This is an optimization exercise on Yosys and OpenROAD, whose aim is small area, a short achievable clock period and few clock cycles per item, not a production implementation. Where RTL was checked, it was by simulation tests only, not by an equivalence proof against the original. No activity file was given, so power comes from the tool's default toggle rates.

== lane 1 ==
==> module Cache, before the edit <==
module Cache (
    input wire clk,
    input wire rst_n,
    input wire enable,
    input wire [31:0] address,
    output reg [31:0] data_out,
    output reg data_out_ready,
    input wire [31:0] data_in,
    input wire [3:0] write_enable,
    output reg busy,
    output reg br_cmd,
    output reg br_cmd_en,
    output wire [20:0] br_addr,
    output wire [63:0] br_wr_data,
    output wire [7:0] br_data_mask,
    input wire [63:0] br_rd_data,
    input wire br_rd_data_valid
);
  localparam COMMAND_DELAY_INTERVAL = 4'd12;
  reg [63:0] s0, s1, s2, s3;   
  reg [3:0] ph;   
  reg [15:0] tag;   
  reg valid;   
  reg dirty;   
  reg fill;   
  reg ack;   
  reg [7:0] wsel;   
  reg [3:0] cmd_cnt;   
  reg cmd_wait;   
  reg eq;   
  reg live;   
  wire [15:0] a_tag = address[20:5];
  wire [1:0] a_beat = address[4:3];
  wire is_wr = |write_enable;
  wire req = enable && !ack;
  wire tag_eq = tag == a_tag;
  wire [3:0] ph1 = {ph[2:0], ph[3]};   
  wire [3:0] ph2 = {ph[1:0], ph[3:2]};   
  wire beat_ok = is_wr ? ph2[a_beat] : ph1[a_beat];
  wire next_ok = !fill || br_rd_data_valid;
  wire last_beat = fill && br_rd_data_valid && ph[2];
  wire [63:0] s3_d;
  generate
    for (genvar b = 0; b < 8; b++) begin : merge
      wire take_w = wsel[b];
      wire take_r = fill && !wsel[b];
      wire take_s = !fill && !wsel[b];
      assign s3_d[b*8+:8] = {8{take_w}} & data_in[(b%4)*8+:8] |
          {8{take_r}} & br_rd_data[b*8+:8] | {8{take_s}} & s0[b*8+:8];
    end
  endgenerate
  wire can_cmd = req && !fill && !br_cmd_en && !cmd_wait;
  wire tag_ld = can_cmd && !(valid && dirty);
  wire rd_go = tag_ld && !(valid && tag_eq);
  wire wb_go = can_cmd && valid && dirty && !tag_eq && ph[3];
  wire rd_cmd = br_cmd_en && !br_cmd;   
  wire wb_cmd = br_cmd_en && br_cmd;   
  wire ack_d = req && live && eq && (valid || fill) && next_ok && beat_ok;
  always_ff @(posedge clk) begin
    s0 <= s1;
    s1 <= s2;
    s2 <= s3;
    s3 <= s3_d;
    data_out <= address[2] ? s3_d[63:32] : s3_d[31:0];
    br_cmd <= wb_go;
    if (tag_ld) tag <= a_tag;
    eq <= tag_eq;
    if (br_cmd_en) cmd_cnt <= COMMAND_DELAY_INTERVAL;
    else if (cmd_wait) cmd_cnt <= cmd_cnt - 4'd1;
    if (rd_cmd) ph <= 4'b1000;
    else if (next_ok) ph <= ph1;
    data_out_ready <= ack_d && !is_wr;
    busy <= !(ack_d && is_wr);
    for (int b = 0; b < 8; b++) wsel[b] <= ack_d && write_enable[b%4] && (address[2] == (b / 4));
  end
  always_ff @(posedge clk, negedge rst_n) begin
    if (!rst_n) begin
      valid <= 0;
      dirty <= 0;
      fill <= 0;
      ack <= 0;
      live <= 0;
      br_cmd_en <= 0;
      cmd_wait <= 0;
    end else begin
      br_cmd_en <= wb_go || rd_go;
      if (br_cmd_en) cmd_wait <= 1;
      else if (cmd_wait) cmd_wait <= cmd_cnt != 4'd1;
      if (wb_cmd) dirty <= 0;
      if (ack && is_wr) dirty <= 1;
      if (rd_cmd) fill <= 1;
      if (last_beat) begin
        fill <= 0;
        valid <= 1;
      end
      ack <= ack_d;
      live <= req && !ack_d;
    end
  end
  assign br_addr = {tag, 5'b0};
  assign br_wr_data = s3;
  assign br_data_mask = 8'b0;
endmodule
clock: 10.0 ns
lec_check: 0
cap_margin: 20
core_margin: 2
core_utilization: 40
cts_cluster_diameter: 100
cts_cluster_size: 33
slew_margin: 20
tns_end_percent: 0
standard.sh (not shown) runs the stock make flow with config.mk's settings and CLKGATE_MAP_FILE= SYNTH_SCRIPT=/design/flow/synth_recipe.tcl, a recipe that flattens the netlist after the stock synthesis.
==> flow/flow/run.sh <==
#!/bin/bash
# Standard layout, with plain buffers (instead of the default delay buffers) on the ports
# and the given repair targets.
set -euo pipefail
export BUFFER_PORTS_ARGS="-buffer_cell sky130_fd_sc_hd__buf_1"
bash standard.sh SETUP_SLACK_MARGIN=7.0 finish > standard_flow.log 2>&1
The following lists how lane 2 was set up differently from lane 1:
diff --git a/flow/design.v b/flow/design.v
--- a/flow/design.v
+++ b/flow/design.v
@@ -63,20 +63,17 @@
   wire tag_eq = tag == a_tag;
   wire [3:0] ph1 = {ph[2:0], ph[3]};   
   wire [3:0] ph2 = {ph[1:0], ph[3:2]};   
   wire beat_ok = is_wr ? ph2[a_beat] : ph1[a_beat];
   wire next_ok = !fill || br_rd_data_valid;
   wire last_beat = fill && br_rd_data_valid && ph[2];
+  wire [63:0] ring_in = fill ? br_rd_data : s0;
   wire [63:0] s3_d;
   generate
     for (genvar b = 0; b < 8; b++) begin : merge
-      wire take_w = wsel[b];
-      wire take_r = fill && !wsel[b];
-      wire take_s = !fill && !wsel[b];
-      assign s3_d[b*8+:8] = {8{take_w}} & data_in[(b%4)*8+:8] |
-          {8{take_r}} & br_rd_data[b*8+:8] | {8{take_s}} & s0[b*8+:8];
+      assign s3_d[b*8+:8] = wsel[b] ? data_in[(b%4)*8+:8] : ring_in[b*8+:8];
     end
   endgenerate
   wire can_cmd = req && !fill && !br_cmd_en && !cmd_wait;
   wire tag_ld = can_cmd && !(valid && dirty);
   wire rd_go = tag_ld && !(valid && tag_eq);
   wire wb_go = can_cmd && valid && dirty && !tag_eq && ph[3];
## What came out
- Lane 2 was carried through to the last stage, and its layout satisfied the timing, design-rule and antenna checks.
- Delta (lane 2 minus lane 1): layout multi-input combinational cell count neither gained nor lost much; clock period minus worst slack roughly the same; fraction of standard cell area in multi-input logic saw an increase.
- Going from lane 1 to lane 2, share of flip-flops with an asynchronous set or reset after synthesis saw little to no change; combinational logic power closely matched the old numbers; final period utilization barely changed; utilization fell 0.39 points.
Testbench counts of lane 2, summed over its fixed seeds: cycles 246,345, transactions 16,000.
Only the layout flow was run in lane 1; the RTL was not checked for function there.

========
Another version of the RTL of Cache (not shown whole).
For scale: about 690 cells after synthesis, ~320 flip-flops, about 9200 um2 of cells after synthesis.
==> module Cache, before the edit <==
module Cache (
    input wire clk,
    input wire rst_n,
    input wire enable,
    input wire [31:0] address,
    output reg [31:0] data_out,
    output reg data_out_ready,
    input wire [31:0] data_in,
    input wire [3:0] write_enable,
    output reg busy,
    output reg br_cmd,
    output reg br_cmd_en,
    output wire [20:0] br_addr,
    output wire [63:0] br_wr_data,
    output wire [7:0] br_data_mask,
    input wire [63:0] br_rd_data,
    input wire br_rd_data_valid
);
  localparam COMMAND_DELAY_INTERVAL = 4'd12;
  reg [63:0] s0, s1, s2, s3;   
  reg [3:0] ph;   
  reg [15:0] tag;   
  reg valid;   
  reg dirty;   
  reg fill;   
  reg ack;   
  reg [3:0] cmd_cnt;   
  reg cmd_wait;   
  reg eq;   
  reg live;   
  wire [15:0] a_tag = address[20:5];
  wire [1:0] a_beat = address[4:3];
  wire is_wr = |write_enable;
  wire req = enable && !ack;
  wire tag_eq = tag == a_tag;
  wire [3:0] ph1 = {ph[2:0], ph[3]};   
  wire [3:0] ph2 = {ph[1:0], ph[3:2]};   
  wire beat_ok = is_wr ? ph2[a_beat] : ph1[a_beat];
  wire next_ok = !fill || br_rd_data_valid;
  wire last_beat = fill && br_rd_data_valid && ph[2];
  wire [63:0] ring_in = fill ? br_rd_data : s0;
  wire [63:0] s3_d;
  generate
    for (genvar b = 0; b < 8; b++) begin : merge
      wire wsel = ack && write_enable[b%4] && address[2] == (b / 4);
      assign s3_d[b*8+:8] = wsel ? data_in[(b%4)*8+:8] : ring_in[b*8+:8];
    end
  endgenerate
  wire can_cmd = req && !fill && !br_cmd_en && !cmd_wait;
  wire tag_ld = can_cmd && !(valid && dirty);
  wire rd_go = tag_ld && !(valid && tag_eq);
  wire wb_go = can_cmd && valid && dirty && !tag_eq && ph[3];
  wire rd_cmd = br_cmd_en && !br_cmd;   
  wire wb_cmd = br_cmd_en && br_cmd;   
  wire ack_d = req && live && eq && (valid || fill) && next_ok && beat_ok;
  always_ff @(posedge clk) begin
    s0 <= s1;
    s1 <= s2;
    s2 <= s3;
    s3 <= s3_d;
    data_out <= address[2] ? s3_d[63:32] : s3_d[31:0];
    br_cmd <= wb_go;
    eq <= tag_eq;
    if (br_cmd_en) cmd_cnt <= COMMAND_DELAY_INTERVAL;
    else if (cmd_wait) cmd_cnt <= cmd_cnt - 4'd1;
    if (rd_cmd) ph <= 4'b1000;
    else if (next_ok) ph <= ph1;
    data_out_ready <= ack_d && !is_wr;
    busy <= !(ack_d && is_wr);
  end
  always_ff @(posedge clk, negedge rst_n) begin
    if (!rst_n) begin
      valid <= 0;
      dirty <= 0;
      fill <= 0;
      ack <= 0;
      live <= 0;
      br_cmd_en <= 0;
      cmd_wait <= 0;
      tag <= 0;
    end else begin
      br_cmd_en <= wb_go || rd_go;
      if (tag_ld) tag <= a_tag;
      if (br_cmd_en) cmd_wait <= 1;
      else if (cmd_wait) cmd_wait <= cmd_cnt != 4'd1;
      if (wb_cmd) dirty <= 0;
      if (ack && is_wr) dirty <= 1;
      if (rd_cmd) fill <= 1;
      if (last_beat) begin
        fill <= 0;
        valid <= 1;
      end
      ack <= ack_d;
      live <= req && !ack_d;
    end
  end
  assign br_addr = {tag, 5'b0};
  assign br_wr_data = s3;
  assign br_data_mask = 8'b0;
endmodule
clock: 10.0 ns
lec_check: 0
cap_margin: 20
core_margin: 2
core_utilization: 40
cts_cluster_diameter: 100
cts_cluster_size: 33
slew_margin: 20
tns_end_percent: 0
Scripts as last shown in full above: flow/flow/run.sh
Edit:
--- a/flow/design.v
+++ b/flow/design.v
@@ -27,13 +27,13 @@
 `default_nettype none
 module Cache (
     input wire clk,
     input wire rst_n,
     input wire enable,
     input wire [31:0] address,
-    output reg [31:0] data_out,
+    output wire [31:0] data_out,
     output reg data_out_ready,
     input wire [31:0] data_in,
     input wire [3:0] write_enable,
     output reg busy,
     output reg br_cmd,
     output reg br_cmd_en,
@@ -43,74 +43,82 @@
     input wire [63:0] br_rd_data,
     input wire br_rd_data_valid
 );
   localparam COMMAND_DELAY_INTERVAL = 4'd12;
   reg [63:0] s0, s1, s2, s3;   
   reg [3:0] ph;   
+  reg par;   
+  reg sig;   
   reg [15:0] tag;   
   reg valid;   
   reg dirty;   
   reg fill;   
   reg ack;   
+  reg [7:0] wsel;   
   reg [3:0] cmd_cnt;   
   reg cmd_wait;   
   reg eq;   
   reg live;   
   wire [15:0] a_tag = address[20:5];
   wire [1:0] a_beat = address[4:3];
   wire is_wr = |write_enable;
   wire req = enable && !ack;
   wire tag_eq = tag == a_tag;
   wire [3:0] ph1 = {ph[2:0], ph[3]};   
   wire [3:0] ph2 = {ph[1:0], ph[3:2]};   
-  wire beat_ok = is_wr ? ph2[a_beat] : ph1[a_beat];
+  wire par1 = fill ? sig : par ^ ph[3];
+  wire par2 = fill ? sig ^ ph[2] : par ^ ph[3] ^ ph[2];
+  wire beat_ok = is_wr ? ph2[a_beat] : ph1[a_beat] && par1 == address[2];
   wire next_ok = !fill || br_rd_data_valid;
   wire last_beat = fill && br_rd_data_valid && ph[2];
-  wire [63:0] ring_in = fill ? br_rd_data : s0;
+  wire [63:0] rd_in = sig ? {br_rd_data[31:0], br_rd_data[63:32]} : br_rd_data;
+  wire [63:0] ring_in = fill ? rd_in : {s0[31:0], s0[63:32]};
   wire [63:0] s3_d;
   generate
     for (genvar b = 0; b < 8; b++) begin : merge
-      wire wsel = ack && write_enable[b%4] && address[2] == (b / 4);
-      assign s3_d[b*8+:8] = wsel ? data_in[(b%4)*8+:8] : ring_in[b*8+:8];
+      assign s3_d[b*8+:8] = wsel[b] ? data_in[(b%4)*8+:8] : ring_in[b*8+:8];
     end
   endgenerate
   wire can_cmd = req && !fill && !br_cmd_en && !cmd_wait;
   wire tag_ld = can_cmd && !(valid && dirty);
   wire rd_go = tag_ld && !(valid && tag_eq);
-  wire wb_go = can_cmd && valid && dirty && !tag_eq && ph[3];
+  wire wb_go = can_cmd && valid && dirty && !tag_eq && ph[3] && par;
   wire rd_cmd = br_cmd_en && !br_cmd;   
   wire wb_cmd = br_cmd_en && br_cmd;   
   wire ack_d = req && live && eq && (valid || fill) && next_ok && beat_ok;
   always_ff @(posedge clk) begin
     s0 <= s1;
     s1 <= s2;
     s2 <= s3;
     s3 <= s3_d;
-    data_out <= address[2] ? s3_d[63:32] : s3_d[31:0];
     br_cmd <= wb_go;
+    if (tag_ld) tag <= a_tag;
     eq <= tag_eq;
     if (br_cmd_en) cmd_cnt <= COMMAND_DELAY_INTERVAL;
     else if (cmd_wait) cmd_cnt <= cmd_cnt - 4'd1;
+    if (rd_cmd) sig <= is_wr || address[2];
+    if (fill) par <= sig;
+    else if (ph[3]) par <= !par;
     if (rd_cmd) ph <= 4'b1000;
     else if (next_ok) ph <= ph1;
     data_out_ready <= ack_d && !is_wr;
     busy <= !(ack_d && is_wr);
+    for (int b = 0; b < 8; b++)
+      wsel[b] <= ack_d && write_enable[b%4] && (address[2] ^ par2) == (b / 4);
   end
   always_ff @(posedge clk, negedge rst_n) begin
     if (!rst_n) begin
       valid <= 0;
       dirty <= 0;
       fill <= 0;
       ack <= 0;
       live <= 0;
       br_cmd_en <= 0;
       cmd_wait <= 0;
-      tag <= 0;
     end else begin
       br_cmd_en <= wb_go || rd_go;
-      if (tag_ld) tag <= a_tag;
       if (br_cmd_en) cmd_wait <= 1;
       else if (cmd_wait) cmd_wait <= cmd_cnt != 4'd1;
       if (wb_cmd) dirty <= 0;
       if (ack && is_wr) dirty <= 1;
       if (rd_cmd) fill <= 1;
       if (last_beat) begin
@@ -118,11 +126,12 @@
         valid <= 1;
       end
       ack <= ack_d;
       live <= req && !ack_d;
     end
   end
+  assign data_out = s3[31:0];
   assign br_addr = {tag, 5'b0};
   assign br_wr_data = s3;
   assign br_data_mask = 8'b0;
 endmodule
 `default_nettype wire
What happened: Count of clock-buffer cells in the layout is unchanged. Die area is lower by 0.81%. Sequential share of layout area is lower by 0.97 points. Power is lower by 12%. Worst hold slack stays flat. Worst setup slack gains 43 ps. Cell area is lower by about 3.7%. Sequential cell count is lower by 22. Wire length is lower by 0.68%. Global-route usage is about the same. First-iteration DRC count is higher by about 34%.
Testbench counts after the change, summed over its fixed seeds: cycles 250,373, transactions 16,000.
No functional check of the RTL was part of the first run of this note.

[what the ideal ports hide]
The results above use ideal ports. As a check the final layouts listed here were re-extracted and re-timed, cells and wires unchanged. Step 1: set_driving_cell puts a clkbuf_16 on clk and a buf_2 on each other input, an assumption about the parent block. Step 2 also shifts input and output timing later by t, the mid clock arrival at the registers, as if the neighbouring blocks saw the same clock. Slacks: ideal ports / drivers / drivers and shift; pairs: ideal ports / drivers.
run | t (ns) | setup WS [ns] | latest minus earliest clock arrival (ns) | worst register clock-pin slew, ns
lane 1 | 0.538 | 6.917 / 6.874 / 6.489 | 0.022 / 0.021 | 0.12 / 0.12
lane 2 | 0.522 | 6.917 / 6.873 / 6.485 | 0.037 / 0.037 | 0.12 / 0.12
the first run of note 2 | 0.541 | 6.879 / 6.834 / 6.448 | 0.036 / 0.036 | 0.12 / 0.12
the second run of note 2 | 0.522 | 6.922 / 6.876 / 6.503 | 0.016 / 0.016 | 0.12 / 0.12
After both steps setup and hold are still met in every run listed. For lane 2, which loses most, drivers alone change the setup slack by -0.044 ns; drivers and shift together by -0.432 ns.
